From an optimization exercise on the open Yosys and OpenROAD flow, aimed at small area; shortcuts taken in it are not production practice.
Only simulation tests tie the RTL to the original design; equivalence was not proved.

try-indigo:
## cpu_top
module cpu_top (
    input         clk,
    input         rst_n,
    input  [3:0]  prog_nibble_in,
    input prog_nibble_in_valid,
    output [3:0]  prog_nibble_out,
    output        prog_out_valid,
    output        prog_done,
    output [11:0] mem_addr,
    output [31:0] mem_wdata,
    input  [31:0] mem_rdata,
    output        mem_wen,
    output        mem_cen
);
Size in the first run: roughly 4,100 cells after synthesis, about 91 I/O pins.
clock: 250.0 ns
lec_check: 0
abc_area: 1
cap_margin: 20
core_margin: 2
core_utilization: 60
slew_margin: 20
standard.sh (not shown) runs the stock make flow with config.mk's settings and CLKGATE_MAP_FILE= SYNTH_SCRIPT=/design/flow/synth_recipe.tcl, a recipe that flattens the netlist after the stock synthesis.
==> flow/flow/run.sh <==
#!/bin/bash
# Standard layout, with the port buffers made from the smallest buffer cell.
set -o pipefail
export BUFFER_PORTS_ARGS="-buffer_cell sky130_fd_sc_hd__buf_1"
cat standard.sh > standard_copy.log 2>&1
bash standard.sh > standard.log 2>&1
try-indigo finished end to end and its layout was clean on timing, DRC and antenna.
Setup changes, try-indigo to try-raven
- a change of SLEW_MARGIN from 20 to 0
- an added CTS_CLUSTER_SIZE of 16
- an added CTS_BUF_LIST of sky130_fd_sc_hd__clkbuf_8
- an added GPL_TIMING_DRIVEN of 0
- a change of CAP_MARGIN from 20 to 0
- an added CTS_CLUSTER_DIAMETER of 60
==> flow/run.sh (new file) <==
#!/bin/bash
# synth_recipe.tcl (not shown) runs the flow's synth.tcl, then flattens the netlist and writes it again
# the make line also repeats each setting of config.mk as NAME=value (left out here)
make -C /OpenROAD-flow-scripts/flow DESIGN_CONFIG=/design/flow/config.mk WORK_HOME=/design/flow/orfs CLKGATE_MAP_FILE= SYNTH_SCRIPT=/design/flow/synth_recipe.tcl finish
removed: flow/flow/run.sh
removed: flow/standard.sh
Findings:
- [flow] try-raven | stages: complete | final checks: fail | reason: max-capacitance violations, max-slew violations
- The end-of-flow core utilization reported for try-raven is greater than that of try-indigo by 0.83 points.
- Hold slack in try-raven vs try-indigo: up 3.2 ps
- Re area of the die: no difference whatsoever between try-indigo and try-raven.
- try-raven against try-indigo; number of buffers outside the clock class in the layout is up by more than half.
- In try-raven, the clock period minus worst slack came out 5370 ps above the value in try-indigo.
- Total of endpoints with negative setup slack in the final report: try-raven vs try-indigo — no meaningful difference
Inputs modified between try-raven and try-garnet:
- changing SLEW_MARGIN from 0 to 20
- removing GPL_TIMING_DRIVEN (formerly 0)
- changing CAP_MARGIN from 0 to 20
==> flow/flow/run.sh (new file) <==
#!/bin/bash
# The standard layout (standard.sh, unchanged), with the port buffers
# that global placement inserts made from the smallest buffer cell.
# standard.sh's full output (make and every ORFS step) goes to standard.log;
# ORFS's per-step logs stay under orfs/logs/.
set -o pipefail
export BUFFER_PORTS_ARGS="-buffer_cell sky130_fd_sc_hd__buf_1"
bash standard.sh > standard.log 2>&1
==> flow/standard.sh (new file) <==
#!/bin/bash
# synth_recipe.tcl (not shown) runs the flow's synth.tcl, then flattens the netlist and writes it again
# the make line also repeats each setting of config.mk as NAME=value (left out here)
make -C /OpenROAD-flow-scripts/flow DESIGN_CONFIG=/design/flow/config.mk WORK_HOME=/design/flow/orfs CLKGATE_MAP_FILE= SYNTH_SCRIPT=/design/flow/synth_recipe.tcl "${@:-finish}"
removed: flow/run.sh
Findings:
try-garnet completed; timing, DRC and antenna clean
Compared with try-raven, in try-garnet via count of the first global-routing pass down 666; max capacitance violation total shrank by 1; area of the multi-input gates barely changed.
Routed wire in try-garnet totals less than in try-raven.
Relative to try-raven, worst setup slack has gone up in try-garnet.
Time the worst path needs with I/O delays and setup on try-garnet is down relative to try-raven.
try-garnet vs try-raven, source of the critical timing path: mem_rdata[16] vs mem_rdata[0]
Compared to try-raven, try-garnet has share of post-route cells with drive strength above 1 1.8 points higher.
Input changes introduced in try-amber (baseline for comparison: try-garnet):
- CTS_CLUSTER_DIAMETER no longer set, was 60
- CTS_CLUSTER_SIZE no longer set, was 16
- CTS_BUF_LIST no longer set, was sky130_fd_sc_hd__clkbuf_8
==> flow/run.sh (new file) <==
#!/bin/bash
# synth_recipe.tcl (not shown) runs the flow's synth.tcl, then flattens the netlist and writes it again
# the make line also repeats each setting of config.mk as NAME=value (left out here)
make -C /OpenROAD-flow-scripts/flow DESIGN_CONFIG=/design/flow/config.mk WORK_HOME=/design/flow/orfs CLKGATE_MAP_FILE= SYNTH_SCRIPT=/design/flow/synth_recipe.tcl finish
removed: flow/flow/run.sh
removed: flow/standard.sh
Results
Compared to try-garnet, try-amber has post-layout minimum cycle time 1070 ps higher.
Non-clock buffer total of the final layout down 2 in try-amber wrt try-garnet
Routed length on met3 of try-amber exceeds that of try-garnet by a few percent.
For try-juniper, these inputs were changed with respect to try-amber:
- an added CTS_CLUSTER_DIAMETER of 50
- an added CTS_BUF_LIST of sky130_fd_sc_hd__clkbuf_8
- an added CTS_CLUSTER_SIZE of 10
--- outcome ---
Comparing try-juniper with try-amber, the routed length on met3 came out essentially unchanged. try-amber and try-juniper ended up with roughly the same depth of the worst register-to-register path.

Setup of willow:
Starting RTL as in the previous note.
export LEC_CHECK = 0
export ABC_AREA = 1
export CAP_MARGIN = 20
export CORE_MARGIN = 2
export CORE_UTILIZATION = 60
export CTS_BUF_LIST = sky130_fd_sc_hd__clkbuf_4 sky130_fd_sc_hd__clkbuf_8
export SLEW_MARGIN = 20
create_clock -name core_clock -period 250.0 [get_ports {clk}]
run.sh (not shown) runs the stock make flow with config.mk's settings and CLKGATE_MAP_FILE= SYNTH_SCRIPT=/design/flow/synth_recipe.tcl, a recipe that flattens the netlist after the stock synthesis.
Stock flow here: none of the scripts above is used.
--- input diff willow..pepper ---
==> flow/flow/run.sh (new file) <==
#!/bin/bash
# The standard layout (standard.sh, unchanged), with the port buffers
# made from the smallest buffer cell and no dummy loads in the clock tree.
set -o pipefail
export BUFFER_PORTS_ARGS="-buffer_cell sky130_fd_sc_hd__buf_1"
export CTS_ARGS="-sink_clustering_enable -repair_clock_nets -sink_clustering_size 16 -sink_clustering_max_diameter 60 -buf_list sky130_fd_sc_hd__clkbuf_8 -dont_use_dummy_load"
bash standard.sh > standard.log 2>&1
==> flow/standard.sh (new file) <==
#!/bin/bash
# synth_recipe.tcl (not shown) runs the flow's synth.tcl, then flattens the netlist and writes it again
# the make line also repeats each setting of config.mk as NAME=value (left out here)
make -C /OpenROAD-flow-scripts/flow DESIGN_CONFIG=/design/flow/config.mk WORK_HOME=/design/flow/orfs CLKGATE_MAP_FILE= SYNTH_SCRIPT=/design/flow/synth_recipe.tcl "${@:-finish}"
-- flow/config.mk --
<<< willow, line 10
export CORE_MARGIN = 2
export CORE_UTILIZATION = 60
export CTS_BUF_LIST = sky130_fd_sc_hd__clkbuf_4 sky130_fd_sc_hd__clkbuf_8
export SLEW_MARGIN = 20
>>> pepper, line 10
export CORE_MARGIN = 2
export CORE_UTILIZATION = 60
export CTS_BUF_LIST = sky130_fd_sc_hd__clkbuf_8
export CTS_CLUSTER_DIAMETER = 60
export CTS_CLUSTER_SIZE = 16
export SLEW_MARGIN = 20
removed: flow/run.sh
==> summary.txt <==
pepper vs. willow: detail-routed net length per standard cell fell by 0.15 um, count of non-CTS buffers in the layout rose by about 1.6%, time the worst path needs with I/O delays and setup fell by 1180 ps.
--- input diff pepper..nickel ---
==> flow/run.sh (new file) <==
#!/bin/bash
# synth_recipe.tcl (not shown) runs the flow's synth.tcl, then flattens the netlist and writes it again
# the make line also repeats each setting of config.mk as NAME=value (left out here)
make -C /OpenROAD-flow-scripts/flow DESIGN_CONFIG=/design/flow/config.mk WORK_HOME=/design/flow/orfs CLKGATE_MAP_FILE= SYNTH_SCRIPT=/design/flow/synth_recipe.tcl finish
removed: flow/flow/run.sh
removed: flow/standard.sh
[summary]
pepper → nickel: minimum setup slack in the final design lost 920 ps; via count has decreased; total cell area at the placement stage saw an increase.
nickel ended up with a lower sequential share of layout area than pepper did.
Compared to pepper, nickel has via count of the first global-routing pass 299 higher.

## the reference run
cpu_top, a different RTL version from the one above (not shown whole).
Size: about 4700 cells after synthesis, roughly 91 I/O pins, roughly 0.042 mm² of cells after synthesis.
==> flow/config.mk <==
export PLATFORM = sky130hd
export DESIGN_NAME = cpu_top
export DESIGN_NICKNAME = cpu_top
export VERILOG_FILES = /design/flow/design.v
export SDC_FILE = /design/flow/constraint.sdc
export NUM_CORES = 4
export LEC_CHECK = 0
export ABC_AREA = 1
export CAP_MARGIN = 20
export CORE_MARGIN = 2
export CORE_UTILIZATION = 60
export SLEW_MARGIN = 20
==> flow/constraint.sdc <==
create_clock -name core_clock -period 250.0 [get_ports {clk}]
set_input_delay 50.0000 -clock core_clock [delete_from_list [all_inputs] [get_ports {clk}]]
set_output_delay 50.0000 -clock core_clock [all_outputs]
set_load 0.01 [all_outputs]
Stock flow here: none of the scripts above is used.
The reference run: flow completed, timing, DRC and antenna clean
Relative to the reference run, the following input files were edited for the trial run:
- changing CORE_UTILIZATION from 60 to 80
Findings:
- The trial run: done, clean on timing, DRC and antenna
- Taking the reference run as the reference, in the trial run starting density of the core increased 20 points; initial antenna violation count went up by 5; sequential share of layout area shows no meaningful change.

-- separate check: timing with driven ports --
Ports are ideal in the flow. The routed layouts listed here were re-timed in OpenROAD. Step 1 assumes that a clkbuf_16 drives the clock port and a buf_2 every other input. Step 2 adds t to the input delays and takes it off the output delays; t is the mean of the earliest and latest rising clock arrival at the registers after step 1. Input paths then give back, and output paths get back, about the clock's delay inside the block. a / b / c = no drivers / after step 1 / after step 2; a / b = the first two.
| run | shift t [ns] | setup slack, ns | worst slew at a driven data input, ns |
|---|---|---|---|
| try-indigo | 0.634 | 9.396 / 9.367 / 9.367 | 0.05 |
| try-raven | 0.686 | 4.029 / 4.000 / 4.000 | 0.04 |
| try-garnet | 0.701 | 9.404 / 9.375 / 9.375 | 0.05 |
| try-amber | 0.634 | 8.332 / 8.306 / 8.306 | 0.05 |
| try-juniper | 0.733 | 8.392 / 8.367 / 8.367 | 0.05 |
| willow | 0.647 | 8.182 / 8.157 / 8.157 | 0.05 |
| pepper | 0.671 | 9.358 / 9.329 / 9.329 | 0.05 |
| nickel | 0.711 | 8.441 / 8.416 / 8.416 | 0.05 |
| the reference run | 0.628 | 45.043 / 45.010 / 45.010 | 0.05 |
| the trial run | 0.637 | 45.175 / 45.131 / 45.131 | 0.05 |
The setup slack of the trial run, which loses most, moves by -0.044 ns with the drivers and by -0.044 ns with both steps.
